This is an optimization exercise on Yosys and OpenROAD, whose aim is small area and a short achievable clock period, not a production implementation.
At most, simulation tests tie the RTL to the original design; equivalence was not proved.
For run 1, only the layout was checked, not whether the RTL still works.
Power figures rest on the tool's default switching activity, not on a simulated workload.

==> flow/design.v, too long to show whole: its modules and the start of the top module <==
// module add_dram: 145 lines
// module add_br: 145 lines
// module add_alu: 485 lines
// module cell_inv: 3 lines
// module cell_nand2: 3 lines
// module cell_nor2: 3 lines
// module cell_nand3: 3 lines
// module cell_nor3: 3 lines
// module cell_nand4: 3 lines
// module cell_xor2: 3 lines
// module cell_xnor2: 3 lines
// module cell_a21oi: 3 lines
// module cell_o21ai: 3 lines
// module cell_a222oi: 3 lines
// module rf_rport: 46 lines
// module classical_ctrl: 162 lines
module classical_ctrl(
    input  logic        clk,
    input  logic        rst,
    input  logic [31:0] i_q_measurement,
    output logic        q_time_write,
    output logic        q_time_sel,
    output logic [1:0]  q_reg_write,
    output logic        q_slm,
    output logic        q_rot,
    output logic [31:0] q_inst,
    output logic [31:0] q_time_reg,
    output logic [4:0]  meas_rd_addr,
    output logic        pram_en,
    output logic        pram_rd_en,
    output logic [10:0] pram_addr,
    input  logic [31:0] instruction,
    output logic        dram_en,
    output logic        dram_rd_en,
    output logic        dram_wr_en,
    output logic [10:0] dram_addr,
    output logic [31:0] dram_din,
    input  logic [31:0] data_read,
    input  logic [31:0] start_sig,
    output logic [31:0] end_sig
);
  // ...
==> flow/flow/run.sh <==
#!/bin/bash
# Standard ORFS layout, with plain buffers (not delay cells) on the ports.
set -euo pipefail
export BUFFER_PORTS_ARGS="-buffer_cell sky130_fd_sc_hd__buf_2"
bash standard.sh finish > standard_flow.log 2>&1
==> flow/standard.sh <==
#!/bin/bash
# synth_recipe.tcl (not shown) runs the flow's synth.tcl, then flattens the netlist and writes it again
# the make line also repeats each setting of config.mk as NAME=value (left out here)
make -C /OpenROAD-flow-scripts/flow DESIGN_CONFIG=/design/flow/config.mk WORK_HOME=/design/flow/orfs CLKGATE_MAP_FILE= SYNTH_SCRIPT=/design/flow/synth_recipe.tcl "${@:-finish}"
==> flow/config.mk <==
export PLATFORM = sky130hd
export DESIGN_NAME = classical_ctrl
export DESIGN_NICKNAME = classical_ctrl
export VERILOG_FILES = /design/flow/design.v
export SDC_FILE = /design/flow/constraint.sdc
export NUM_CORES = 4
export LEC_CHECK = 0
export CAP_MARGIN = 20
export CORE_MARGIN = 2
export CORE_UTILIZATION = 40
export PLACE_DENSITY = 0.6
export SETUP_SLACK_MARGIN = 0.4
export SLEW_MARGIN = 20
export SYNTH_HIERARCHICAL = 1
export SYNTH_MINIMUM_KEEP_SIZE = 0
==> flow/constraint.sdc <==
create_clock -name core_clock -period 10.0 [get_ports {clk}]
set_input_delay 2.0000 -clock core_clock [delete_from_list [all_inputs] [get_ports {clk}]]
set_output_delay 2.0000 -clock core_clock [all_outputs]
set_load 0.01 [all_outputs]
==> key figures, run 1 <==
Synth
  • YS warnings: 8
  • Simple-Gate Fraction of Synth Area: 8.395%
  • Ys flop type: edfxtp_1
  • EDFF count, synth: 992
  • Seq/Total Area, Yosys: 63.80%

Power
  • P_seq: 4.96 mW
  • Top power group: registers
  • Clock power share: a little under two fifths
  • Internal power: between 7 and 8 mW
  • IR drop worst, VDD: about 0.00014 V

Drt
  • Drt first-iter violations: 9238
  • Met1 WL: 68790 um
  • Met2 WL: 83650 um
  • Antenna Violating Nets Remaining: 0

Final layout
  • Largest Register: regs
  • Inverters: approximately 170
  • Fillers: around 10000
  • Multi-input gates: 2044
  • Clock-cell share of area: 6.184%

CTS
  • H-tree Lvls: 3
  • CTS root buffer: clkbuf_16

Die
  • Top Ports: 296
  • DIE WIDTH: ~350 um

Place
  • Post-DP HPWL: between 100000 and 150000 um
  • Pre-CTS WS: 1.137 ns

STA
  • Fmax: 0.1139 GHz

Worst setup path
  • CP top delay family: compound AO/OA/AOI/OAI gates
  • CP Depth: 22
  • Critical Path End Type: flop
  • Worst Setup EP: regs[2][31]
  • Setup CP Type: primary input to flop

Status
  • Outcome: no timing/DRC/antenna violations

Run
  • Max cap viols: 0

GRT
  • GR met2 Demand/Resource: 46.07%
  • Initial antenna violation count: 5
  • GRT overflow: 0
  • Met3 Track Usage GR: 10.48%

Min path
  • Worst hold path endpoint: f_lts
==> module add_alu, before the edit <==
module add_alu (
    input  logic [31:0] a_n,
    input  logic [31:0] b_n,
    input  logic ci,
    output logic [31:0] s,
    output logic co
);
    logic g_1;
    logic p_2;
    logic g_5;
    logic p_6;
    logic g_9;
    logic p_10;
    logic g_13;
    logic p_14;
    logic g_17;
    logic p_18;
    logic g_21;
    logic p_22;
    logic g_25;
    logic p_26;
    logic g_29;
    logic p_30;
    logic g_33;
    logic p_34;
    logic g_37;
    logic p_38;
    logic g_41;
    logic p_42;
    logic g_45;
    logic p_46;
    logic g_49;
    logic p_50;
    logic g_53;
    logic p_54;
    logic g_57;
    logic p_58;
    logic g_61;
    logic p_62;
    logic g_65;
    logic p_66;
    logic g_69;
    logic p_70;
    logic g_73;
    logic p_74;
    logic g_77;
    logic p_78;
    logic g_81;
    logic p_82;
    logic g_85;
    logic p_86;
    logic g_89;
    logic p_90;
    logic g_93;
    logic p_94;
    logic g_97;
    logic p_98;
    logic g_101;
    logic p_102;
    logic g_105;
    logic p_106;
    logic g_109;
    logic p_110;
    logic g_113;
    logic p_114;
    logic g_117;
    logic p_118;
    logic g_121;
    logic p_122;
    logic g_125;
    logic p_126;
    logic gn_129;
    logic i_131;
    logic G_133;
    logic G_135;
    logic P_137;
    logic G_139;
    logic P_141;
    logic G_143;
    logic P_145;
    logic G_147;
    logic P_149;
    logic G_151;
    logic P_153;
    logic G_155;
    logic P_157;
    logic G_159;
    logic P_161;
    logic G_163;
    logic P_165;
    logic G_167;
    logic P_169;
    logic G_171;
    logic P_173;
    logic G_175;
    logic P_177;
    logic G_179;
    logic P_181;
    logic G_183;
    logic P_185;
    logic G_187;
    logic P_189;
    logic G_191;
    logic P_193;
    logic i_195;
    logic G_197;
    logic G_199;
    logic i_201;
    logic G_203;
    logic i_205;
    logic P_207;
    logic G_209;
    logic P_211;
    logic i_213;
    logic G_215;
    logic i_217;
    logic P_219;
    logic G_221;
    logic P_223;
    logic i_225;
    logic G_227;
    logic i_229;
    logic P_231;
    logic G_233;
    logic P_235;
    logic i_237;
    logic G_239;
    logic i_241;
    logic P_243;
    logic G_245;
    logic P_247;
    logic i_249;
    logic G_251;
    logic i_253;
    logic P_255;
    logic G_257;
    logic P_259;
    logic i_261;
    logic G_263;
    logic i_265;
    logic P_267;
    logic G_269;
    logic P_271;
    logic i_273;
    logic G_275;
    logic i_277;
    logic P_279;
    logic G_281;
    logic P_283;
    logic G_285;
    logic i_287;
    logic G_289;
    logic G_291;
    logic G_293;
    logic G_295;
    logic P_297;
    logic i_299;
    logic G_301;
    logic i_303;
    logic P_305;
    logic G_307;
    logic P_309;
    logic G_311;
    logic P_313;
    logic G_315;
    logic P_317;
    logic i_319;
    logic G_321;
    logic i_323;
    logic P_325;
    logic G_327;
    logic P_329;
    logic G_331;
    logic P_333;
    logic G_335;
    logic P_337;
    logic i_339;
    logic G_341;
    logic i_343;
    logic P_345;
    logic G_347;
    logic P_349;
    logic G_351;
    logic P_353;
    logic i_355;
    logic G_357;
    logic G_359;
    logic G_361;
    logic G_363;
    logic G_365;
    logic G_367;
    logic G_369;
    logic G_371;
    logic i_373;
    logic G_375;
    logic i_377;
    logic P_379;
    logic G_381;
    logic P_383;
    logic G_385;
    logic P_387;
    logic G_389;
    logic P_391;
    logic G_393;
    logic P_395;
    logic G_397;
    logic P_399;
    logic G_401;
    logic P_403;
    logic G_405;
    logic P_407;
    logic G_409;
    logic i_411;
    logic G_413;
    logic G_415;
    logic G_417;
    logic G_419;
    logic G_421;
    logic G_423;
    logic G_425;
    logic G_427;
    logic G_429;
    logic G_431;
    logic G_433;
    logic G_435;
    logic G_437;
    logic G_439;
    logic G_441;
    logic i_475;
    cell_nor2 u3 (.a(a_n[0]), .b(b_n[0]), .y(g_1));
    cell_xor2 u4 (.a(a_n[0]), .b(b_n[0]), .y(p_2));
    cell_nor2 u7 (.a(a_n[1]), .b(b_n[1]), .y(g_5));
    cell_xor2 u8 (.a(a_n[1]), .b(b_n[1]), .y(p_6));
    cell_nor2 u11 (.a(a_n[2]), .b(b_n[2]), .y(g_9));
    cell_xor2 u12 (.a(a_n[2]), .b(b_n[2]), .y(p_10));
    cell_nor2 u15 (.a(a_n[3]), .b(b_n[3]), .y(g_13));
    cell_xor2 u16 (.a(a_n[3]), .b(b_n[3]), .y(p_14));
    cell_nor2 u19 (.a(a_n[4]), .b(b_n[4]), .y(g_17));
    cell_xor2 u20 (.a(a_n[4]), .b(b_n[4]), .y(p_18));
    cell_nor2 u23 (.a(a_n[5]), .b(b_n[5]), .y(g_21));
    cell_xor2 u24 (.a(a_n[5]), .b(b_n[5]), .y(p_22));
    cell_nor2 u27 (.a(a_n[6]), .b(b_n[6]), .y(g_25));
    cell_xor2 u28 (.a(a_n[6]), .b(b_n[6]), .y(p_26));
    cell_nor2 u31 (.a(a_n[7]), .b(b_n[7]), .y(g_29));
    cell_xor2 u32 (.a(a_n[7]), .b(b_n[7]), .y(p_30));
    cell_nor2 u35 (.a(a_n[8]), .b(b_n[8]), .y(g_33));
    cell_xor2 u36 (.a(a_n[8]), .b(b_n[8]), .y(p_34));
    cell_nor2 u39 (.a(a_n[9]), .b(b_n[9]), .y(g_37));
    cell_xor2 u40 (.a(a_n[9]), .b(b_n[9]), .y(p_38));
    cell_nor2 u43 (.a(a_n[10]), .b(b_n[10]), .y(g_41));
    cell_xor2 u44 (.a(a_n[10]), .b(b_n[10]), .y(p_42));
    cell_nor2 u47 (.a(a_n[11]), .b(b_n[11]), .y(g_45));
    cell_xor2 u48 (.a(a_n[11]), .b(b_n[11]), .y(p_46));
    cell_nor2 u51 (.a(a_n[12]), .b(b_n[12]), .y(g_49));
    cell_xor2 u52 (.a(a_n[12]), .b(b_n[12]), .y(p_50));
    cell_nor2 u55 (.a(a_n[13]), .b(b_n[13]), .y(g_53));
    cell_xor2 u56 (.a(a_n[13]), .b(b_n[13]), .y(p_54));
    cell_nor2 u59 (.a(a_n[14]), .b(b_n[14]), .y(g_57));
    cell_xor2 u60 (.a(a_n[14]), .b(b_n[14]), .y(p_58));
    cell_nor2 u63 (.a(a_n[15]), .b(b_n[15]), .y(g_61));
    cell_xor2 u64 (.a(a_n[15]), .b(b_n[15]), .y(p_62));
    cell_nor2 u67 (.a(a_n[16]), .b(b_n[16]), .y(g_65));
    cell_xor2 u68 (.a(a_n[16]), .b(b_n[16]), .y(p_66));
    cell_nor2 u71 (.a(a_n[17]), .b(b_n[17]), .y(g_69));
    cell_xor2 u72 (.a(a_n[17]), .b(b_n[17]), .y(p_70));
    cell_nor2 u75 (.a(a_n[18]), .b(b_n[18]), .y(g_73));
    cell_xor2 u76 (.a(a_n[18]), .b(b_n[18]), .y(p_74));
    cell_nor2 u79 (.a(a_n[19]), .b(b_n[19]), .y(g_77));
    cell_xor2 u80 (.a(a_n[19]), .b(b_n[19]), .y(p_78));
    cell_nor2 u83 (.a(a_n[20]), .b(b_n[20]), .y(g_81));
    cell_xor2 u84 (.a(a_n[20]), .b(b_n[20]), .y(p_82));
    cell_nor2 u87 (.a(a_n[21]), .b(b_n[21]), .y(g_85));
    cell_xor2 u88 (.a(a_n[21]), .b(b_n[21]), .y(p_86));
    cell_nor2 u91 (.a(a_n[22]), .b(b_n[22]), .y(g_89));
    cell_xor2 u92 (.a(a_n[22]), .b(b_n[22]), .y(p_90));
    cell_nor2 u95 (.a(a_n[23]), .b(b_n[23]), .y(g_93));
    cell_xor2 u96 (.a(a_n[23]), .b(b_n[23]), .y(p_94));
    cell_nor2 u99 (.a(a_n[24]), .b(b_n[24]), .y(g_97));
    cell_xor2 u100 (.a(a_n[24]), .b(b_n[24]), .y(p_98));
    cell_nor2 u103 (.a(a_n[25]), .b(b_n[25]), .y(g_101));
    cell_xor2 u104 (.a(a_n[25]), .b(b_n[25]), .y(p_102));
    cell_nor2 u107 (.a(a_n[26]), .b(b_n[26]), .y(g_105));
    cell_xor2 u108 (.a(a_n[26]), .b(b_n[26]), .y(p_106));
    cell_nor2 u111 (.a(a_n[27]), .b(b_n[27]), .y(g_109));
    cell_xor2 u112 (.a(a_n[27]), .b(b_n[27]), .y(p_110));
    cell_nor2 u115 (.a(a_n[28]), .b(b_n[28]), .y(g_113));
    cell_xor2 u116 (.a(a_n[28]), .b(b_n[28]), .y(p_114));
    cell_nor2 u119 (.a(a_n[29]), .b(b_n[29]), .y(g_117));
    cell_xor2 u120 (.a(a_n[29]), .b(b_n[29]), .y(p_118));
    cell_nor2 u123 (.a(a_n[30]), .b(b_n[30]), .y(g_121));
    cell_xor2 u124 (.a(a_n[30]), .b(b_n[30]), .y(p_122));
    cell_nor2 u127 (.a(a_n[31]), .b(b_n[31]), .y(g_125));
    cell_xor2 u128 (.a(a_n[31]), .b(b_n[31]), .y(p_126));
    cell_a21oi u130 (.a1(p_2), .a2(ci), .b1(g_1), .y(gn_129));
    cell_inv u132 (.a(gn_129), .y(i_131));
    cell_a21oi u134 (.a1(p_6), .a2(i_131), .b1(g_5), .y(G_133));
    cell_a21oi u136 (.a1(p_14), .a2(g_9), .b1(g_13), .y(G_135));
    cell_nand2 u138 (.a(p_14), .b(p_10), .y(P_137));
    cell_a21oi u140 (.a1(p_22), .a2(g_17), .b1(g_21), .y(G_139));
    cell_nand2 u142 (.a(p_22), .b(p_18), .y(P_141));
    cell_a21oi u144 (.a1(p_30), .a2(g_25), .b1(g_29), .y(G_143));
    cell_nand2 u146 (.a(p_30), .b(p_26), .y(P_145));
    cell_a21oi u148 (.a1(p_38), .a2(g_33), .b1(g_37), .y(G_147));
    cell_nand2 u150 (.a(p_38), .b(p_34), .y(P_149));
    cell_a21oi u152 (.a1(p_46), .a2(g_41), .b1(g_45), .y(G_151));
    cell_nand2 u154 (.a(p_46), .b(p_42), .y(P_153));
    cell_a21oi u156 (.a1(p_54), .a2(g_49), .b1(g_53), .y(G_155));
    cell_nand2 u158 (.a(p_54), .b(p_50), .y(P_157));
    cell_a21oi u160 (.a1(p_62), .a2(g_57), .b1(g_61), .y(G_159));
    cell_nand2 u162 (.a(p_62), .b(p_58), .y(P_161));
    cell_a21oi u164 (.a1(p_70), .a2(g_65), .b1(g_69), .y(G_163));
    cell_nand2 u166 (.a(p_70), .b(p_66), .y(P_165));
    cell_a21oi u168 (.a1(p_78), .a2(g_73), .b1(g_77), .y(G_167));
    cell_nand2 u170 (.a(p_78), .b(p_74), .y(P_169));
    cell_a21oi u172 (.a1(p_86), .a2(g_81), .b1(g_85), .y(G_171));
    cell_nand2 u174 (.a(p_86), .b(p_82), .y(P_173));
    cell_a21oi u176 (.a1(p_94), .a2(g_89), .b1(g_93), .y(G_175));
    cell_nand2 u178 (.a(p_94), .b(p_90), .y(P_177));
    cell_a21oi u180 (.a1(p_102), .a2(g_97), .b1(g_101), .y(G_179));
    cell_nand2 u182 (.a(p_102), .b(p_98), .y(P_181));
    cell_a21oi u184 (.a1(p_110), .a2(g_105), .b1(g_109), .y(G_183));
    cell_nand2 u186 (.a(p_110), .b(p_106), .y(P_185));
    cell_a21oi u188 (.a1(p_118), .a2(g_113), .b1(g_117), .y(G_187));
    cell_nand2 u190 (.a(p_118), .b(p_114), .y(P_189));
    cell_a21oi u192 (.a1(p_126), .a2(g_121), .b1(g_125), .y(G_191));
    cell_nand2 u194 (.a(p_126), .b(p_122), .y(P_193));
    cell_inv u196 (.a(G_133), .y(i_195));
    cell_a21oi u198 (.a1(p_10), .a2(i_195), .b1(g_9), .y(G_197));
    cell_o21ai u200 (.a1(P_137), .a2(G_133), .b1(G_135), .y(G_199));
    cell_inv u202 (.a(G_139), .y(i_201));
    cell_a21oi u204 (.a1(p_26), .a2(i_201), .b1(g_25), .y(G_203));
    cell_inv u206 (.a(P_141), .y(i_205));
    cell_nand2 u208 (.a(p_26), .b(i_205), .y(P_207));
    cell_o21ai u210 (.a1(P_145), .a2(G_139), .b1(G_143), .y(G_209));
    cell_nor2 u212 (.a(P_145), .b(P_141), .y(P_211));
    cell_inv u214 (.a(G_147), .y(i_213));
    cell_a21oi u216 (.a1(p_42), .a2(i_213), .b1(g_41), .y(G_215));
    cell_inv u218 (.a(P_149), .y(i_217));
    cell_nand2 u220 (.a(p_42), .b(i_217), .y(P_219));
    cell_o21ai u222 (.a1(P_153), .a2(G_147), .b1(G_151), .y(G_221));
    cell_nor2 u224 (.a(P_153), .b(P_149), .y(P_223));
    cell_inv u226 (.a(G_155), .y(i_225));
    cell_a21oi u228 (.a1(p_58), .a2(i_225), .b1(g_57), .y(G_227));
    cell_inv u230 (.a(P_157), .y(i_229));
    cell_nand2 u232 (.a(p_58), .b(i_229), .y(P_231));
    cell_o21ai u234 (.a1(P_161), .a2(G_155), .b1(G_159), .y(G_233));
    cell_nor2 u236 (.a(P_161), .b(P_157), .y(P_235));
    cell_inv u238 (.a(G_163), .y(i_237));
    cell_a21oi u240 (.a1(p_74), .a2(i_237), .b1(g_73), .y(G_239));
    cell_inv u242 (.a(P_165), .y(i_241));
    cell_nand2 u244 (.a(p_74), .b(i_241), .y(P_243));
    cell_o21ai u246 (.a1(P_169), .a2(G_163), .b1(G_167), .y(G_245));
    cell_nor2 u248 (.a(P_169), .b(P_165), .y(P_247));
    cell_inv u250 (.a(G_171), .y(i_249));
    cell_a21oi u252 (.a1(p_90), .a2(i_249), .b1(g_89), .y(G_251));
    cell_inv u254 (.a(P_173), .y(i_253));
    cell_nand2 u256 (.a(p_90), .b(i_253), .y(P_255));
    cell_o21ai u258 (.a1(P_177), .a2(G_171), .b1(G_175), .y(G_257));
    cell_nor2 u260 (.a(P_177), .b(P_173), .y(P_259));
    cell_inv u262 (.a(G_179), .y(i_261));
    cell_a21oi u264 (.a1(p_106), .a2(i_261), .b1(g_105), .y(G_263));
    cell_inv u266 (.a(P_181), .y(i_265));
    cell_nand2 u268 (.a(p_106), .b(i_265), .y(P_267));
    cell_o21ai u270 (.a1(P_185), .a2(G_179), .b1(G_183), .y(G_269));
    cell_nor2 u272 (.a(P_185), .b(P_181), .y(P_271));
    cell_inv u274 (.a(G_187), .y(i_273));
    cell_a21oi u276 (.a1(p_122), .a2(i_273), .b1(g_121), .y(G_275));
    cell_inv u278 (.a(P_189), .y(i_277));
    cell_nand2 u280 (.a(p_122), .b(i_277), .y(P_279));
    cell_o21ai u282 (.a1(P_193), .a2(G_187), .b1(G_191), .y(G_281));
    cell_nor2 u284 (.a(P_193), .b(P_189), .y(P_283));
    cell_a21oi u286 (.a1(p_18), .a2(G_199), .b1(g_17), .y(G_285));
    cell_inv u288 (.a(G_199), .y(i_287));
    cell_o21ai u290 (.a1(P_141), .a2(i_287), .b1(G_139), .y(G_289));
    cell_o21ai u292 (.a1(P_207), .a2(i_287), .b1(G_203), .y(G_291));
    cell_a21oi u294 (.a1(P_211), .a2(G_199), .b1(G_209), .y(G_293));
    cell_a21oi u296 (.a1(p_50), .a2(G_221), .b1(g_49), .y(G_295));
    cell_nand2 u298 (.a(p_50), .b(P_223), .y(P_297));
    cell_inv u300 (.a(G_221), .y(i_299));
    cell_o21ai u302 (.a1(P_157), .a2(i_299), .b1(G_155), .y(G_301));
    cell_inv u304 (.a(P_223), .y(i_303));
    cell_nor2 u306 (.a(P_157), .b(i_303), .y(P_305));
    cell_o21ai u308 (.a1(P_231), .a2(i_299), .b1(G_227), .y(G_307));
    cell_nor2 u310 (.a(P_231), .b(i_303), .y(P_309));
    cell_a21oi u312 (.a1(P_235), .a2(G_221), .b1(G_233), .y(G_311));
    cell_nand2 u314 (.a(P_235), .b(P_223), .y(P_313));
    cell_a21oi u316 (.a1(p_82), .a2(G_245), .b1(g_81), .y(G_315));
    cell_nand2 u318 (.a(p_82), .b(P_247), .y(P_317));
    cell_inv u320 (.a(G_245), .y(i_319));
    cell_o21ai u322 (.a1(P_173), .a2(i_319), .b1(G_171), .y(G_321));
    cell_inv u324 (.a(P_247), .y(i_323));
    cell_nor2 u326 (.a(P_173), .b(i_323), .y(P_325));
    cell_o21ai u328 (.a1(P_255), .a2(i_319), .b1(G_251), .y(G_327));
    cell_nor2 u330 (.a(P_255), .b(i_323), .y(P_329));
    cell_a21oi u332 (.a1(P_259), .a2(G_245), .b1(G_257), .y(G_331));
    cell_nand2 u334 (.a(P_259), .b(P_247), .y(P_333));
    cell_a21oi u336 (.a1(p_114), .a2(G_269), .b1(g_113), .y(G_335));
    cell_nand2 u338 (.a(p_114), .b(P_271), .y(P_337));
    cell_inv u340 (.a(G_269), .y(i_339));
    cell_o21ai u342 (.a1(P_189), .a2(i_339), .b1(G_187), .y(G_341));
    cell_inv u344 (.a(P_271), .y(i_343));
    cell_nor2 u346 (.a(P_189), .b(i_343), .y(P_345));
    cell_o21ai u348 (.a1(P_279), .a2(i_339), .b1(G_275), .y(G_347));
    cell_nor2 u350 (.a(P_279), .b(i_343), .y(P_349));
    cell_a21oi u352 (.a1(P_283), .a2(G_269), .b1(G_281), .y(G_351));
    cell_nand2 u354 (.a(P_283), .b(P_271), .y(P_353));
    cell_inv u356 (.a(G_293), .y(i_355));
    cell_a21oi u358 (.a1(p_34), .a2(i_355), .b1(g_33), .y(G_357));
    cell_o21ai u360 (.a1(P_149), .a2(G_293), .b1(G_147), .y(G_359));
    cell_o21ai u362 (.a1(P_219), .a2(G_293), .b1(G_215), .y(G_361));
    cell_a21oi u364 (.a1(P_223), .a2(i_355), .b1(G_221), .y(G_363));
    cell_o21ai u366 (.a1(P_297), .a2(G_293), .b1(G_295), .y(G_365));
    cell_a21oi u368 (.a1(P_305), .a2(i_355), .b1(G_301), .y(G_367));
    cell_a21oi u370 (.a1(P_309), .a2(i_355), .b1(G_307), .y(G_369));
    cell_o21ai u372 (.a1(P_313), .a2(G_293), .b1(G_311), .y(G_371));
    cell_inv u374 (.a(G_331), .y(i_373));
    cell_a21oi u376 (.a1(p_98), .a2(i_373), .b1(g_97), .y(G_375));
    cell_inv u378 (.a(P_333), .y(i_377));
    cell_nand2 u380 (.a(p_98), .b(i_377), .y(P_379));
    cell_o21ai u382 (.a1(P_181), .a2(G_331), .b1(G_179), .y(G_381));
    cell_nor2 u384 (.a(P_181), .b(P_333), .y(P_383));
    cell_o21ai u386 (.a1(P_267), .a2(G_331), .b1(G_263), .y(G_385));
    cell_nor2 u388 (.a(P_267), .b(P_333), .y(P_387));
    cell_a21oi u390 (.a1(P_271), .a2(i_373), .b1(G_269), .y(G_389));
    cell_nand2 u392 (.a(P_271), .b(i_377), .y(P_391));
    cell_o21ai u394 (.a1(P_337), .a2(G_331), .b1(G_335), .y(G_393));
    cell_nor2 u396 (.a(P_337), .b(P_333), .y(P_395));
    cell_a21oi u398 (.a1(P_345), .a2(i_373), .b1(G_341), .y(G_397));
    cell_nand2 u400 (.a(P_345), .b(i_377), .y(P_399));
    cell_a21oi u402 (.a1(P_349), .a2(i_373), .b1(G_347), .y(G_401));
    cell_nand2 u404 (.a(P_349), .b(i_377), .y(P_403));
    cell_o21ai u406 (.a1(P_353), .a2(G_331), .b1(G_351), .y(G_405));
    cell_nor2 u408 (.a(P_353), .b(P_333), .y(P_407));
    cell_a21oi u410 (.a1(p_66), .a2(G_371), .b1(g_65), .y(G_409));
    cell_inv u412 (.a(G_371), .y(i_411));
    cell_o21ai u414 (.a1(P_165), .a2(i_411), .b1(G_163), .y(G_413));
    cell_o21ai u416 (.a1(P_243), .a2(i_411), .b1(G_239), .y(G_415));
    cell_a21oi u418 (.a1(P_247), .a2(G_371), .b1(G_245), .y(G_417));
    cell_o21ai u420 (.a1(P_317), .a2(i_411), .b1(G_315), .y(G_419));
    cell_a21oi u422 (.a1(P_325), .a2(G_371), .b1(G_321), .y(G_421));
    cell_a21oi u424 (.a1(P_329), .a2(G_371), .b1(G_327), .y(G_423));
    cell_o21ai u426 (.a1(P_333), .a2(i_411), .b1(G_331), .y(G_425));
    cell_o21ai u428 (.a1(P_379), .a2(i_411), .b1(G_375), .y(G_427));
    cell_a21oi u430 (.a1(P_383), .a2(G_371), .b1(G_381), .y(G_429));
    cell_a21oi u432 (.a1(P_387), .a2(G_371), .b1(G_385), .y(G_431));
    cell_o21ai u434 (.a1(P_391), .a2(i_411), .b1(G_389), .y(G_433));
    cell_a21oi u436 (.a1(P_395), .a2(G_371), .b1(G_393), .y(G_435));
    cell_o21ai u438 (.a1(P_399), .a2(i_411), .b1(G_397), .y(G_437));
    cell_o21ai u440 (.a1(P_403), .a2(i_411), .b1(G_401), .y(G_439));
    cell_a21oi u442 (.a1(P_407), .a2(G_371), .b1(G_405), .y(G_441));
    cell_xor2 u443 (.a(p_2), .b(ci), .y(s[0]));
    cell_xnor2 u444 (.a(p_6), .b(gn_129), .y(s[1]));
    cell_xnor2 u445 (.a(p_10), .b(G_133), .y(s[2]));
    cell_xnor2 u446 (.a(p_14), .b(G_197), .y(s[3]));
    cell_xor2 u447 (.a(p_18), .b(G_199), .y(s[4]));
    cell_xnor2 u448 (.a(p_22), .b(G_285), .y(s[5]));
    cell_xor2 u449 (.a(p_26), .b(G_289), .y(s[6]));
    cell_xor2 u450 (.a(p_30), .b(G_291), .y(s[7]));
    cell_xnor2 u451 (.a(p_34), .b(G_293), .y(s[8]));
    cell_xnor2 u452 (.a(p_38), .b(G_357), .y(s[9]));
    cell_xor2 u453 (.a(p_42), .b(G_359), .y(s[10]));
    cell_xor2 u454 (.a(p_46), .b(G_361), .y(s[11]));
    cell_xnor2 u455 (.a(p_50), .b(G_363), .y(s[12]));
    cell_xor2 u456 (.a(p_54), .b(G_365), .y(s[13]));
    cell_xnor2 u457 (.a(p_58), .b(G_367), .y(s[14]));
    cell_xnor2 u458 (.a(p_62), .b(G_369), .y(s[15]));
    cell_xor2 u459 (.a(p_66), .b(G_371), .y(s[16]));
    cell_xnor2 u460 (.a(p_70), .b(G_409), .y(s[17]));
    cell_xor2 u461 (.a(p_74), .b(G_413), .y(s[18]));
    cell_xor2 u462 (.a(p_78), .b(G_415), .y(s[19]));
    cell_xnor2 u463 (.a(p_82), .b(G_417), .y(s[20]));
    cell_xor2 u464 (.a(p_86), .b(G_419), .y(s[21]));
    cell_xnor2 u465 (.a(p_90), .b(G_421), .y(s[22]));
    cell_xnor2 u466 (.a(p_94), .b(G_423), .y(s[23]));
    cell_xor2 u467 (.a(p_98), .b(G_425), .y(s[24]));
    cell_xor2 u468 (.a(p_102), .b(G_427), .y(s[25]));
    cell_xnor2 u469 (.a(p_106), .b(G_429), .y(s[26]));
    cell_xnor2 u470 (.a(p_110), .b(G_431), .y(s[27]));
    cell_xor2 u471 (.a(p_114), .b(G_433), .y(s[28]));
    cell_xnor2 u472 (.a(p_118), .b(G_435), .y(s[29]));
    cell_xor2 u473 (.a(p_122), .b(G_437), .y(s[30]));
    cell_xor2 u474 (.a(p_126), .b(G_439), .y(s[31]));
    cell_inv u476 (.a(G_441), .y(i_475));
    assign co = i_475;
endmodule
==> module classical_ctrl, before the edit <==
module classical_ctrl(
    input  logic        clk,
    input  logic        rst,
    input  logic [31:0] i_q_measurement,
    output logic        q_time_write,
    output logic        q_time_sel,
    output logic [1:0]  q_reg_write,
    output logic        q_slm,
    output logic        q_rot,
    output logic [31:0] q_inst,
    output logic [31:0] q_time_reg,
    output logic [4:0]  meas_rd_addr,
    output logic        pram_en,
    output logic        pram_rd_en,
    output logic [10:0] pram_addr,
    input  logic [31:0] instruction,
    output logic        dram_en,
    output logic        dram_rd_en,
    output logic        dram_wr_en,
    output logic [10:0] dram_addr,
    output logic [31:0] dram_din,
    input  logic [31:0] data_read,
    input  logic [31:0] start_sig,
    output logic [31:0] end_sig
);
    logic [6:0] op;
    logic [4:0] rd, rs1, rs2, rsb;
    assign op  = instruction[6:0];
    assign rd  = instruction[11:7];
    assign rs1 = instruction[19:15];
    assign rs2 = instruction[24:20];
    logic is_ldi, is_ldui, is_or, is_xor, is_and, is_not, is_add, is_sub;
    logic is_ld, is_st, is_cmp, is_fbr, is_fmr, is_br, is_jump, is_stop;
    logic is_qwait, is_qwaitr, is_smso, is_smsol, is_sito, is_sitol, is_rot;
    assign is_ldi    = (op == 7'b0101100);
    assign is_ldui   = (op == 7'b0010111);
    assign is_or     = (op == 7'b0011000);
    assign is_xor    = (op == 7'b0011001);
    assign is_and    = (op == 7'b0011010);
    assign is_not    = (op == 7'b0011011);
    assign is_add    = (op == 7'b0011110);
    assign is_sub    = (op == 7'b0011111);
    assign is_ld     = (op == 7'b0001001);
    assign is_st     = (op == 7'b0001010);
    assign is_cmp    = (op == 7'b0001101);
    assign is_fbr    = (op == 7'b0010100);
    assign is_fmr    = (op == 7'b0010101);
    assign is_br     = (op == 7'b0000001);
    assign is_jump   = (op == 7'b0000010);
    assign is_stop   = (op == 7'b0001000);
    assign is_qwait  = (op == 7'b1000000);
    assign is_qwaitr = (op == 7'b1000010);
    assign is_smso   = (op == 7'b1001000);
    assign is_smsol  = (op == 7'b1001010);
    assign is_sito   = (op == 7'b1001100);
    assign is_sitol  = (op == 7'b1001011);
    assign is_rot    = (op == 7'b1010011) || (op == 7'b1010100) || (op == 7'b1010101);
    assign rsb = op[3] ? rs2 : instruction[16:12];
    logic [31:0]  regs [1:31];
    logic [991:0] regs_flat;
    logic [31:0]  ra_n, rb_n, ra, rb;
    logic [31:0]  wdata;
    logic         wen;
    for (genvar i = 1; i < 32; i++) begin : g_flat
        assign regs_flat[32*(i-1) +: 32] = regs[i];
    end
    rf_rport u_rport_a (.regs(regs_flat), .addr(rs1), .data_n(ra_n));
    rf_rport u_rport_b (.regs(regs_flat), .addr(rsb), .data_n(rb_n));
    assign ra = ~ra_n;
    assign rb = ~rb_n;
    logic [31:0] wdata_r;
    assign wdata_r = rst ? 32'b0 : wdata;
    for (genvar i = 1; i < 32; i++) begin : g_reg
        always_ff @(posedge clk) begin
            if (rst || (wen && rd == i)) regs[i] <= wdata_r;
        end
    end
    logic        sub;
    logic [31:0] sum;
    logic        co;
    assign sub = op[0];
    add_alu u_add (.a_n(ra_n), .b_n(rb_n ^ {32{sub}}), .ci(sub), .s(sum), .co(co));
    logic lt_u, lt_s, eq;
    assign lt_u = ~co;
    assign lt_s = (ra[31] ^ rb[31]) ? ra[31] : sum[31];
    assign eq   = (ra_n == rb_n);
    logic f_v, f_lts, f_ltu, f_eq;
    always_ff @(posedge clk) begin
        if (rst) begin
            f_v <= 1'b0; f_lts <= 1'b0; f_ltu <= 1'b0; f_eq <= 1'b0;
        end else if (is_cmp) begin
            f_v <= 1'b1; f_lts <= lt_s; f_ltu <= lt_u; f_eq <= eq;
        end
    end
    logic [11:0] flags;
    always_comb begin
        flags[0]  = f_v & ~f_lts & ~f_eq;
        flags[1]  = f_v & (f_lts | f_eq);
        flags[2]  = f_v & (~f_lts | f_eq);
        flags[3]  = f_v & f_lts & ~f_eq;
        flags[4]  = f_v & ~f_ltu & ~f_eq;
        flags[5]  = f_v & (f_ltu | f_eq);
        flags[6]  = f_v & (~f_ltu | f_eq);
        flags[7]  = f_v & f_ltu & ~f_eq;
        flags[8]  = f_v & ~f_eq;
        flags[9]  = f_v & f_eq;
        flags[10] = 1'b0;
        flags[11] = 1'b1;
    end
    assign wen = is_ldi | is_ldui | is_or | is_xor | is_and | is_not |
                 is_add | is_sub | is_ld | is_fbr | is_fmr;
    always_comb begin
        wdata = ({32{is_ldi}}  & {{12{instruction[31]}}, instruction[31:12]})
              | ({32{is_ldui}} & {instruction[31:17], rb[16:0]})
              | ({32{is_or}}   & (ra | rb))
              | ({32{is_xor}}  & (ra ^ rb))
              | ({32{is_and}}  & (ra & rb))
              | ({32{is_not}}  & rb_n)
              | ({32{is_add | is_sub}} & sum)
              | ({32{is_ld}}   & data_read)
              | ({32{is_fbr}}  & {20'b0, flags})
              | ({32{is_fmr}}  & i_q_measurement);
    end
    logic        e_reg;
    logic [10:0] pc;
    always_ff @(posedge clk) begin
        if (rst)          e_reg <= 1'b0;
        else if (is_stop) e_reg <= 1'b1;
    end
    logic        taken;
    logic [10:0] br_off, pc_br, pc_inc, target;
    assign taken  = is_jump | (is_br & (rd < 5'd12) & flags[rd[3:0]]);
    assign br_off = op[1] ? instruction[17:7] : instruction[22:12];
    add_br u_br (.a(pc), .b(br_off), .s(pc_br));
    assign pc_inc = pc + 11'd1;
    assign target = taken ? pc_br : pc_inc;
    always_ff @(posedge clk) begin
        if (rst)               pc <= 11'b0;
        else if (start_sig[0]) pc <= target;
    end
    logic run;
    assign run = start_sig[0] & ~e_reg;
    logic [10:0] d_off;
    assign d_off = op[1] ? {instruction[30:25], instruction[11:7]} : instruction[30:20];
    add_dram u_dadd (.a_n(ra_n[10:0]), .b(d_off), .s(dram_addr));
    assign pram_en    = run;
    assign pram_rd_en = run;
    assign pram_addr  = target;
    assign dram_en    = run;
    assign dram_rd_en = run;
    assign dram_wr_en = is_st;
    assign dram_din   = rb;
    assign end_sig    = {31'b0, e_reg};
    assign q_inst       = instruction;
    assign meas_rd_addr = {2'b0, instruction[13:11]};
    assign q_time_write = is_qwait | is_qwaitr;
    assign q_time_sel   = is_qwaitr;
    assign q_time_reg   = is_qwaitr ? ra : 32'b0;
    assign q_reg_write  = {is_sito | is_sitol, is_smso | is_smsol | is_rot};
    assign q_slm        = is_smso;
    assign q_rot        = is_rot;
endmodule
==> inputs of run 2 (changes only) <==
--- a/flow/design.v
+++ b/flow/design.v
@@ -293,7 +293,9 @@
     input  logic [31:0] b_n,
     input  logic ci,
     output logic [31:0] s,
-    output logic co
+    output logic co,
+    output logic [31:0] p0,
+    output logic [31:0] g0
 );
     logic g_1;
     logic p_2;
@@ -519,68 +521,132 @@
     logic i_475;
     cell_nor2 u3 (.a(a_n[0]), .b(b_n[0]), .y(g_1));
     cell_xor2 u4 (.a(a_n[0]), .b(b_n[0]), .y(p_2));
+    assign p0[0] = p_2;
+    assign g0[0] = g_1;
     cell_nor2 u7 (.a(a_n[1]), .b(b_n[1]), .y(g_5));
     cell_xor2 u8 (.a(a_n[1]), .b(b_n[1]), .y(p_6));
+    assign p0[1] = p_6;
+    assign g0[1] = g_5;
     cell_nor2 u11 (.a(a_n[2]), .b(b_n[2]), .y(g_9));
     cell_xor2 u12 (.a(a_n[2]), .b(b_n[2]), .y(p_10));
+    assign p0[2] = p_10;
+    assign g0[2] = g_9;
     cell_nor2 u15 (.a(a_n[3]), .b(b_n[3]), .y(g_13));
     cell_xor2 u16 (.a(a_n[3]), .b(b_n[3]), .y(p_14));
+    assign p0[3] = p_14;
+    assign g0[3] = g_13;
     cell_nor2 u19 (.a(a_n[4]), .b(b_n[4]), .y(g_17));
     cell_xor2 u20 (.a(a_n[4]), .b(b_n[4]), .y(p_18));
+    assign p0[4] = p_18;
+    assign g0[4] = g_17;
     cell_nor2 u23 (.a(a_n[5]), .b(b_n[5]), .y(g_21));
     cell_xor2 u24 (.a(a_n[5]), .b(b_n[5]), .y(p_22));
+    assign p0[5] = p_22;
+    assign g0[5] = g_21;
     cell_nor2 u27 (.a(a_n[6]), .b(b_n[6]), .y(g_25));
     cell_xor2 u28 (.a(a_n[6]), .b(b_n[6]), .y(p_26));
+    assign p0[6] = p_26;
+    assign g0[6] = g_25;
     cell_nor2 u31 (.a(a_n[7]), .b(b_n[7]), .y(g_29));
     cell_xor2 u32 (.a(a_n[7]), .b(b_n[7]), .y(p_30));
+    assign p0[7] = p_30;
+    assign g0[7] = g_29;
     cell_nor2 u35 (.a(a_n[8]), .b(b_n[8]), .y(g_33));
     cell_xor2 u36 (.a(a_n[8]), .b(b_n[8]), .y(p_34));
+    assign p0[8] = p_34;
+    assign g0[8] = g_33;
     cell_nor2 u39 (.a(a_n[9]), .b(b_n[9]), .y(g_37));
     cell_xor2 u40 (.a(a_n[9]), .b(b_n[9]), .y(p_38));
+    assign p0[9] = p_38;
+    assign g0[9] = g_37;
     cell_nor2 u43 (.a(a_n[10]), .b(b_n[10]), .y(g_41));
     cell_xor2 u44 (.a(a_n[10]), .b(b_n[10]), .y(p_42));
+    assign p0[10] = p_42;
+    assign g0[10] = g_41;
     cell_nor2 u47 (.a(a_n[11]), .b(b_n[11]), .y(g_45));
     cell_xor2 u48 (.a(a_n[11]), .b(b_n[11]), .y(p_46));
+    assign p0[11] = p_46;
+    assign g0[11] = g_45;
     cell_nor2 u51 (.a(a_n[12]), .b(b_n[12]), .y(g_49));
     cell_xor2 u52 (.a(a_n[12]), .b(b_n[12]), .y(p_50));
+    assign p0[12] = p_50;
+    assign g0[12] = g_49;
     cell_nor2 u55 (.a(a_n[13]), .b(b_n[13]), .y(g_53));
     cell_xor2 u56 (.a(a_n[13]), .b(b_n[13]), .y(p_54));
+    assign p0[13] = p_54;
+    assign g0[13] = g_53;
     cell_nor2 u59 (.a(a_n[14]), .b(b_n[14]), .y(g_57));
     cell_xor2 u60 (.a(a_n[14]), .b(b_n[14]), .y(p_58));
+    assign p0[14] = p_58;
+    assign g0[14] = g_57;
     cell_nor2 u63 (.a(a_n[15]), .b(b_n[15]), .y(g_61));
     cell_xor2 u64 (.a(a_n[15]), .b(b_n[15]), .y(p_62));
+    assign p0[15] = p_62;
+    assign g0[15] = g_61;
     cell_nor2 u67 (.a(a_n[16]), .b(b_n[16]), .y(g_65));
     cell_xor2 u68 (.a(a_n[16]), .b(b_n[16]), .y(p_66));
+    assign p0[16] = p_66;
+    assign g0[16] = g_65;
     cell_nor2 u71 (.a(a_n[17]), .b(b_n[17]), .y(g_69));
     cell_xor2 u72 (.a(a_n[17]), .b(b_n[17]), .y(p_70));
+    assign p0[17] = p_70;
+    assign g0[17] = g_69;
     cell_nor2 u75 (.a(a_n[18]), .b(b_n[18]), .y(g_73));
     cell_xor2 u76 (.a(a_n[18]), .b(b_n[18]), .y(p_74));
+    assign p0[18] = p_74;
+    assign g0[18] = g_73;
     cell_nor2 u79 (.a(a_n[19]), .b(b_n[19]), .y(g_77));
     cell_xor2 u80 (.a(a_n[19]), .b(b_n[19]), .y(p_78));
+    assign p0[19] = p_78;
+    assign g0[19] = g_77;
     cell_nor2 u83 (.a(a_n[20]), .b(b_n[20]), .y(g_81));
     cell_xor2 u84 (.a(a_n[20]), .b(b_n[20]), .y(p_82));
+    assign p0[20] = p_82;
+    assign g0[20] = g_81;
     cell_nor2 u87 (.a(a_n[21]), .b(b_n[21]), .y(g_85));
     cell_xor2 u88 (.a(a_n[21]), .b(b_n[21]), .y(p_86));
+    assign p0[21] = p_86;
+    assign g0[21] = g_85;
     cell_nor2 u91 (.a(a_n[22]), .b(b_n[22]), .y(g_89));
     cell_xor2 u92 (.a(a_n[22]), .b(b_n[22]), .y(p_90));
+    assign p0[22] = p_90;
+    assign g0[22] = g_89;
     cell_nor2 u95 (.a(a_n[23]), .b(b_n[23]), .y(g_93));
     cell_xor2 u96 (.a(a_n[23]), .b(b_n[23]), .y(p_94));
+    assign p0[23] = p_94;
+    assign g0[23] = g_93;
     cell_nor2 u99 (.a(a_n[24]), .b(b_n[24]), .y(g_97));
     cell_xor2 u100 (.a(a_n[24]), .b(b_n[24]), .y(p_98));
+    assign p0[24] = p_98;
+    assign g0[24] = g_97;
     cell_nor2 u103 (.a(a_n[25]), .b(b_n[25]), .y(g_101));
     cell_xor2 u104 (.a(a_n[25]), .b(b_n[25]), .y(p_102));
+    assign p0[25] = p_102;
+    assign g0[25] = g_101;
     cell_nor2 u107 (.a(a_n[26]), .b(b_n[26]), .y(g_105));
     cell_xor2 u108 (.a(a_n[26]), .b(b_n[26]), .y(p_106));
+    assign p0[26] = p_106;
+    assign g0[26] = g_105;
     cell_nor2 u111 (.a(a_n[27]), .b(b_n[27]), .y(g_109));
     cell_xor2 u112 (.a(a_n[27]), .b(b_n[27]), .y(p_110));
+    assign p0[27] = p_110;
+    assign g0[27] = g_109;
     cell_nor2 u115 (.a(a_n[28]), .b(b_n[28]), .y(g_113));
     cell_xor2 u116 (.a(a_n[28]), .b(b_n[28]), .y(p_114));
+    assign p0[28] = p_114;
+    assign g0[28] = g_113;
     cell_nor2 u119 (.a(a_n[29]), .b(b_n[29]), .y(g_117));
     cell_xor2 u120 (.a(a_n[29]), .b(b_n[29]), .y(p_118));
+    assign p0[29] = p_118;
+    assign g0[29] = g_117;
     cell_nor2 u123 (.a(a_n[30]), .b(b_n[30]), .y(g_121));
     cell_xor2 u124 (.a(a_n[30]), .b(b_n[30]), .y(p_122));
+    assign p0[30] = p_122;
+    assign g0[30] = g_121;
     cell_nor2 u127 (.a(a_n[31]), .b(b_n[31]), .y(g_125));
     cell_xor2 u128 (.a(a_n[31]), .b(b_n[31]), .y(p_126));
+    assign p0[31] = p_126;
+    assign g0[31] = g_125;
     cell_a21oi u130 (.a1(p_2), .a2(ci), .b1(g_1), .y(gn_129));
     cell_inv u132 (.a(gn_129), .y(i_131));
     cell_a21oi u134 (.a1(p_6), .a2(i_131), .b1(g_5), .y(G_133));
@@ -930,14 +996,15 @@
         end
     end
     logic        sub;
-    logic [31:0] sum;
+    logic [31:0] sum, p0, g0;
     logic        co;
     assign sub = op[0];
-    add_alu u_add (.a_n(ra_n), .b_n(rb_n ^ {32{sub}}), .ci(sub), .s(sum), .co(co));
+    add_alu u_add (.a_n(ra_n), .b_n(rb_n ^ {32{sub}}), .ci(sub), .s(sum), .co(co),
+                   .p0(p0), .g0(g0));
     logic lt_u, lt_s, eq;
     assign lt_u = ~co;
     assign lt_s = (ra[31] ^ rb[31]) ? ra[31] : sum[31];
-    assign eq   = (ra_n == rb_n);
+    assign eq   = &p0;
     logic f_v, f_lts, f_ltu, f_eq;
     always_ff @(posedge clk) begin
         if (rst) begin
@@ -966,9 +1033,9 @@
     always_comb begin
         wdata = ({32{is_ldi}}  & {{12{instruction[31]}}, instruction[31:12]})
               | ({32{is_ldui}} & {instruction[31:17], rb[16:0]})
-              | ({32{is_or}}   & (ra | rb))
-              | ({32{is_xor}}  & (ra ^ rb))
-              | ({32{is_and}}  & (ra & rb))
+              | ({32{is_or}}   & (p0 | g0))
+              | ({32{is_xor}}  & ~p0)
+              | ({32{is_and}}  & g0)
               | ({32{is_not}}  & rb_n)
               | ({32{is_add | is_sub}} & sum)
               | ({32{is_ld}}   & data_read)
==> flow/flow/run.sh (replaced) <==
#!/bin/bash
# Standard ORFS layout with three changes: plain buffers (not delay cells) on
# the ports, a bit-sliced placement of the register file flip-flops before
# global placement (flow/place_regs.tcl), and clock tree synthesis without
# dummy loads.
set -euo pipefail
F="$(pwd)/flow"
export BUFFER_PORTS_ARGS="-buffer_cell sky130_fd_sc_hd__buf_1"
export PRE_GLOBAL_PLACE_SKIP_IO_TCL="$F/place_regs.tcl"
export POST_DETAIL_PLACE_TCL="$F/release_regs.tcl"
export CTS_ARGS="-sink_clustering_enable -repair_clock_nets -dont_use_dummy_load -buf_list sky130_fd_sc_hd__clkbuf_8 -sink_clustering_size 14 -sink_clustering_max_diameter 60"
bash standard.sh finish > standard_flow.log 2>&1
==> flow/flow/place_regs.tcl (new file) <==
# Bit-sliced placement of the register file, run before global placement.
# Register k, bit b (regs[k][b]) goes to a column for bit b: bits are split
# into bands stacked vertically, each band holding one column per bit and one
# row per register, so that each bit's read AND-OR trees and write-data net
# stay local. Flip-flops are placed FIRM; the rest is placed around them.
set block [ord::get_db_block]
set core  [$block getCoreArea]
set cx0 [$core xMin]; set cy0 [$core yMin]; set cx1 [$core xMax]; set cy1 [$core yMax]

# rows sorted by y
set rows {}
foreach r [$block getRows] { lappend rows [list [lindex [$r getOrigin] 1] $r] }
set rows [lsort -integer -index 0 $rows]
set nrows [llength $rows]
set site_w [[[lindex [lindex $rows 0] 1] getSite] getWidth]
set row_h  [[[lindex [lindex $rows 0] 1] getSite] getHeight]

# tap cells per row (by y)
array set taps {}
foreach inst [$block getInsts] {
  if {[string match "*tapvpwrvgnd*" [[$inst getMaster] getName]]} {
    set bb [$inst getBBox]
    lappend taps([$bb yMin]) [list [$bb xMin] [$bb xMax]]
  }
}

# flops of the register file
array set ff {}
foreach inst [$block getInsts] {
  if {[regexp {^regs\\\[([0-9]+)\\\]\\\[([0-9]+)\\\]} [$inst getName] -> k b]} {
    set ff($k,$b) $inst
  }
}
set fw [[[lindex [array get ff] 1] getMaster] getWidth]

set nbits 32
set nregs 31
set nbands [expr {int(ceil(double($nbits * $nregs * $fw * $row_h) / (($cx1 - $cx0) * $nregs * $row_h * 0.45)))}]
if {$nbands < 1} { set nbands 1 }
while {$nbands * $nregs > $nrows} { incr nbands -1 }
set per_band [expr {int(ceil(double($nbits) / $nbands))}]
set gap_rows [expr {($nrows - $nbands * $nregs) / ($nbands + 1)}]
puts "place_regs: $nrows rows, $nbands bands of $per_band bits, $gap_rows gap rows"

set pitch [expr {double($cx1 - $cx0) / $per_band}]
for {set b 0} {$b < $nbits} {incr b} {
  set band [expr {$b / $per_band}]
  set s    [expr {$b % $per_band}]
  set tx   [expr {$cx0 + ($s + 0.5) * $pitch - $fw / 2.0}]
  for {set k 1} {$k <= $nregs} {incr k} {
    set ri  [expr {$gap_rows + $band * ($nregs + $gap_rows) + ($k - 1)}]
    set rw  [lindex [lindex $rows $ri] 1]
    set y   [lindex [$rw getOrigin] 1]
    set x   [expr {$cx0 + int(round(($tx - $cx0) / $site_w)) * $site_w}]
    # move off any tap cell in this row
    if {[info exists taps($y)]} {
      foreach t $taps($y) {
        lassign $t t0 t1
        if {$x < $t1 && $x + $fw > $t0} {
          set xl [expr {$t0 - $fw}]
          set xr $t1
          if {abs($xl - $x) <= abs($xr - $x)} { set x $xl } else { set x $xr }
        }
      }
    }
    set inst $ff($k,$b)
    $inst setOrient [$rw getOrient]
    $inst setLocation $x $y
    $inst setPlacementStatus FIRM
  }
}
==> flow/flow/release_regs.tcl (new file) <==
# After detailed placement, let the register file flip-flops move again
# (for the legalisation that follows clock tree synthesis).
foreach inst [[ord::get_db_block] getInsts] {
  if {[$inst getPlacementStatus] eq "FIRM"} { $inst setPlacementStatus PLACED }
}
--- a/flow/config.mk
+++ b/flow/config.mk
@@ -9,7 +9,8 @@
 export CORE_MARGIN = 2
 export CORE_UTILIZATION = 40
 export PLACE_DENSITY = 0.6
-export SETUP_SLACK_MARGIN = 0.4
+export SETUP_SLACK_MARGIN = 3.8
 export SLEW_MARGIN = 20
 export SYNTH_HIERARCHICAL = 1
 export SYNTH_MINIMUM_KEEP_SIZE = 0
+export TNS_END_PERCENT = 0
==> run 2 against run 1 <==
  * Sequential share of layout area is 0.60 points lower
  * Sequential power hardly changed
  * Still clean on timing, DRC and antenna
  * Register-to-register slack better by 0.83 ns
  * Area after synthesis is 1.1% lower
  * Final cell count is 1.3% higher
  * Critical endpoint is now regs[1][31]
  * Final area is 1.1% higher
  * Critical path depth is 1 higher
  * Clock-buffer cell count is 33 lower
==> key figures, run 2 <==
Status
  • Outcome: no timing/DRC/antenna violations

Synth
  • Synth async-reset ratio: 0%
  • Largest area contributor in the netlist: edfxtp_1
  • Seq/Total Area, Yosys: 64.53% (+0.72 points)
  • Simple-Gate Fraction of Synth Area: 8.852% (+0.46 points)
  • Main combinational cell family by area after synthesis: compound AO/OA/AOI/OAI gates
  • YS warnings: 8 (unchanged)
  • #FFs+latches synth: between 1000 and 1500
  • Syn Inst Count: approximately 3300
  • Ys flop type: edfxtp_1
  • Synth cell count leaders: edfxtp_1 (992), a222oi_1 (657), nor2_1 (216)
  • Mux cell area share after synthesis: less than 1%
  • Area contributors post-synth: edfxtp_1 (64%), a222oi_1 (14%), buf_4 (2.3%)
  • Netlist cell types: 74
  • Adder-Cell Fraction of Synth Area: 0.02681%
  • Compound-cell area share of the yosys netlist: 19.60%
  • Average size of a mapped cell: 13.96 sq um
  • Synth Area in XOR/XNOR: 2.797%
  • Most common cell in the synthesized netlist: edfxtp_1
  • Synth top area share: a little under two thirds
  • Cell Area, Synth: 0.04666 sq mm
  • EDFF count, synth: 992 (unchanged)

STA
  • Setup Skew: 0.1131 ns
  • Crit path time final: 7.239 ns
  • Final Cycle Share: 72.39%
  • RSZ-0062 raised after global routing: true
  • Final Max Tran Viols: 0
  • Final setup viols: 0
  • Fmax: 0.1381 GHz (+21%)
  • Relative slew margins: about an eighth
  • Tightest Pin Transition: 1.318 ns
  • Hold Violations, Final: 0
  • Setup_tns: 0 ns

Place
  • Port bufs: 231
  • Gpl congestion: ~1
  • Post-DP HPWL: 148200 um (+18%)
  • # placed instances: 5069

Final layout
  • Multi-input logic area: 0.01711 sq mm
  • Most frequent cells in the layout: edfxtp_1 (992), a222oi_1 (657), buf_4 (275)
  • Largest Register: regs
  • Top flop regs: regs (992), pc (11)
  • Fillers: 9805 (-5.0%)
  • Commonest non-fill, non-tap cell in the layout: edfxtp_1
  • Final Util: 47.80%
  • Nets: 3991
  • Post-Layout Cell Count: 5403
  • Synth-to-Final Area Change: 18.72%
  • Layout cells sized above 1: 22.03%
  • Sequential cell area: 0.03011 sq mm
  • Max reg flops: 992

Die
  • Core ar.: 0.1159 sq mm
  • Cell Rows: 125
  • DIE WIDTH: 345.5 um (-0.55%)
  • Starting Density: 40.26%
  • Die Area: 0.1194 sq mm
  • Die H: 345.5 um
  • Top Ports: 296 (unchanged)

Power
  • Leakage: 18.73 nW
  • Reg power frac: 55.6%
  • Combinational share of power: 20.9%
  • Switching pwr: 2.720 mW
  • Pwr dens: 161.6 mW/mm^2
  • Sw Share: between 30% and 40%
  • IR drop worst, VDD: 0.00009645 V (-31%)
  • Clock power share: 23.4% (-14 points)
  • Internal power: 6.232 mW (-18%)

CTS
  • CTS tree: done
  • Max Buffers Root-to-Sink: 3
  • Sink Count: 1008
  • CTS root buffer: clkbuf_8
  • Worst skew pair latency: between 0.8 and 0.9 ns
  • Num CTS Buffers: 92
  • Clock slew at reported path FFs: 0.08 ns
  • H-tree Lvls: 3 (unchanged)

Worst setup path
  • CP Data Required Time: 10.60 ns
  • Critical Path AT: 7.84 ns
  • CP max FO: 21
  • Startpoint types: primary input
  • Setup CP Type: primary input to flop
  • Critical Path End Type: flop

GRT
  • Gr usage total: about 37%
  • Vias in the first global route: 33929
  • GRT overflow: 0 (unchanged)
  • Initial antenna violation count: 57 (+52)
  • First-pass GRT wire length: 291900 um
  • Largest net degree at the start of global routing: 55

Drt
  • Number of iterations in the first detailed-routing pass: 17
  • Antenna Violating Nets Remaining: 0 (unchanged)
  • Drt first-iter violations: 13500 (+46%)
  • DRC: 0
  • Via density per instance: 7.609
  • Wire length per cell: 42.84 um
  • Vias post-DR: roughly 40000
  • WL final: approximately 230000 um

Min path
  • HP Class: flop to flop

Run
  • Max cap viols: 0 (unchanged)
==> run 2: cell count changes after synthesis, sizes merged, moves of 22 or more <==
cell / change
ha: -64
buf: +47
a22oi: -38
inv: -38
nor2: +24
mux4: -22
==> run 2: cells by family (layout without fill, tap and decap cells) <==
kind of cell,after synthesis,after routing
compound gates,1027,1031
flops,1008,1008
simple gates,808,818
buf+inv,333,803
xor+xnor,149,149
mux,15,15
fa+ha+maj,1,1
other cells,1,54
==> run 2: through the flow <==
step	worst slack (ns)	instance area [sq um]	power, mW	hold slack, ns
2_1_floorplan	3.521	47740	6.044	0.4604
3_3_place_gp	1.331	50590	6.525	0.5916
3_5_place_dp	1.187	50590	6.549	0.5886
4_1_cts	3.107	54500	8.722	0.6034
5_1_grt	2.902	55350	9.126	0.6579
6_report	2.761	55390	8.952	0.6142
==> run 2: final cells by class <==
type,count,share of cell area (%)
Sequential cell,1008,54.35
Clock buffer,92,2.286
Multi-Input combinational cell,2047,30.88
Inverter,128,0.9125
Tap cell,1524,3.442
Timing Repair Buffer,583,8.027
Antenna cell,21,0.09487
==> run 2: worst paths after layout <==
| path | slack (ns) | endpoint | cells past startpoint | startpoint |
|---|---|---|---|---|
| worst max-delay path | 2.76 | regs[1][31] | 23 | instruction[12] |
| worst min-delay path | 0.61 | f_ltu | 2 | f_ltu |
| worst max register to register | 4.96 | regs[12][16] | 18 | regs[1][0] |
| worst min register to register | 0.61 | f_ltu | 2 | f_ltu |
==> run 2: per-module statistics from Yosys (local to each module, per instance), a selection <==
module	cell area, sq um	times used	cells
cell_xnor2	8.758	37	1
cell_nor3	10.01	64	1
cell_o21ai	5.005	42	1
cell_a21oi	8.758	69	1
cell_nand2	3.754	124	1
cell_xor2	8.758	69	1
cell_inv	3.754	68	1
cell_nor2	3.754	123	1
add_br	7.507	1	1
cell_nand4	6.256	128	1
==> run 2: critical path: stages <==
cell and delay, ns:
buf_1 0.23, inv_1 0.17, o21ai_4 0.27, inv_1 0.23, nand2_8 0.26, nor2_4 0.12, buf_4 0.31, a222oi_1 0.42
nand4_1 0.22, nor3_2 0.35, xor2_1 0.36, xor2_2 0.46, nand2_1 0.21, o21ai_2 0.40, a21oi_2 0.20, inv_1 0.25
a21oi_2 0.10, o21ai_1 0.11, xor2_1 0.37, a22oi_2 0.17, buf_12 0.20, a31oi_4 0.20, buf_12 0.18
==> run 2: power groups by stage <==
stage	logic, mW	clock network (mW)	registers, mW
final	1.87	2.10	4.98
after global routing	1.89	2.23	5.00
after CTS	1.66	2.09	4.97
after detailed placement	1.48	0	5.07
after global placement	1.47	0	5.05
after floorplan	1.01	0	5.03
==> run 2: per-layer routing <==
metal / part of all wire [%] / track usage [%] / wire length [um] / vias up
li1: - / - / - / 15485
met1: 37 / 53.73 / 86070 / 19037
met2: 32 / 40.05 / 75120 / 5602
met3: 24 / 22.12 / 54510 / 921
met4: 6.6 / 18.19 / 15180 / 64
met5: 0.26 / 1.240 / 593 / -
==> run 2: what timing repair did <==
| item | 4_1_cts | 5_1_grt |
|---|---|---|
| gates cloned | 17 | 5 |
| buffers inserted | 150 | 48 |
| pin swaps | 117 | 56 |
| gates resized for setup | 196 | 44 |
| setup endpoints to repair | 1081 | 1049 |
| hold buffers | 0 | 0 |

what the ideal ports hide:
The results above use ideal ports. As a check the final layouts listed here were re-extracted and re-timed, cells and wires unchanged.
Step 1 assumes that a clkbuf_16 drives the clock port and a buf_2 every other input.
Step 2 also shifts input and output timing later by t, the mid clock arrival at the registers, as if the neighbouring blocks saw the same clock.
Three values: ideal, step 1, step 2; two values: the first two.
| run | t (ns) | setup slack, ns | worst hold slack (ns) | cell pins on the clock port's net |
|---|---|---|---|---|
| run 1 | 0.752 | 1.220 / 1.270 / 0.518 | 0.575 / 0.575 / 0.575 | 1 |
| run 2 | 0.858 | 2.761 / 2.804 / 1.947 | 0.614 / 0.614 / 0.614 | 1 |
After both steps setup and hold are still met in every run listed. The setup slack of run 2, which loses most, moves by +0.043 ns with the drivers and by -0.814 ns with both steps.
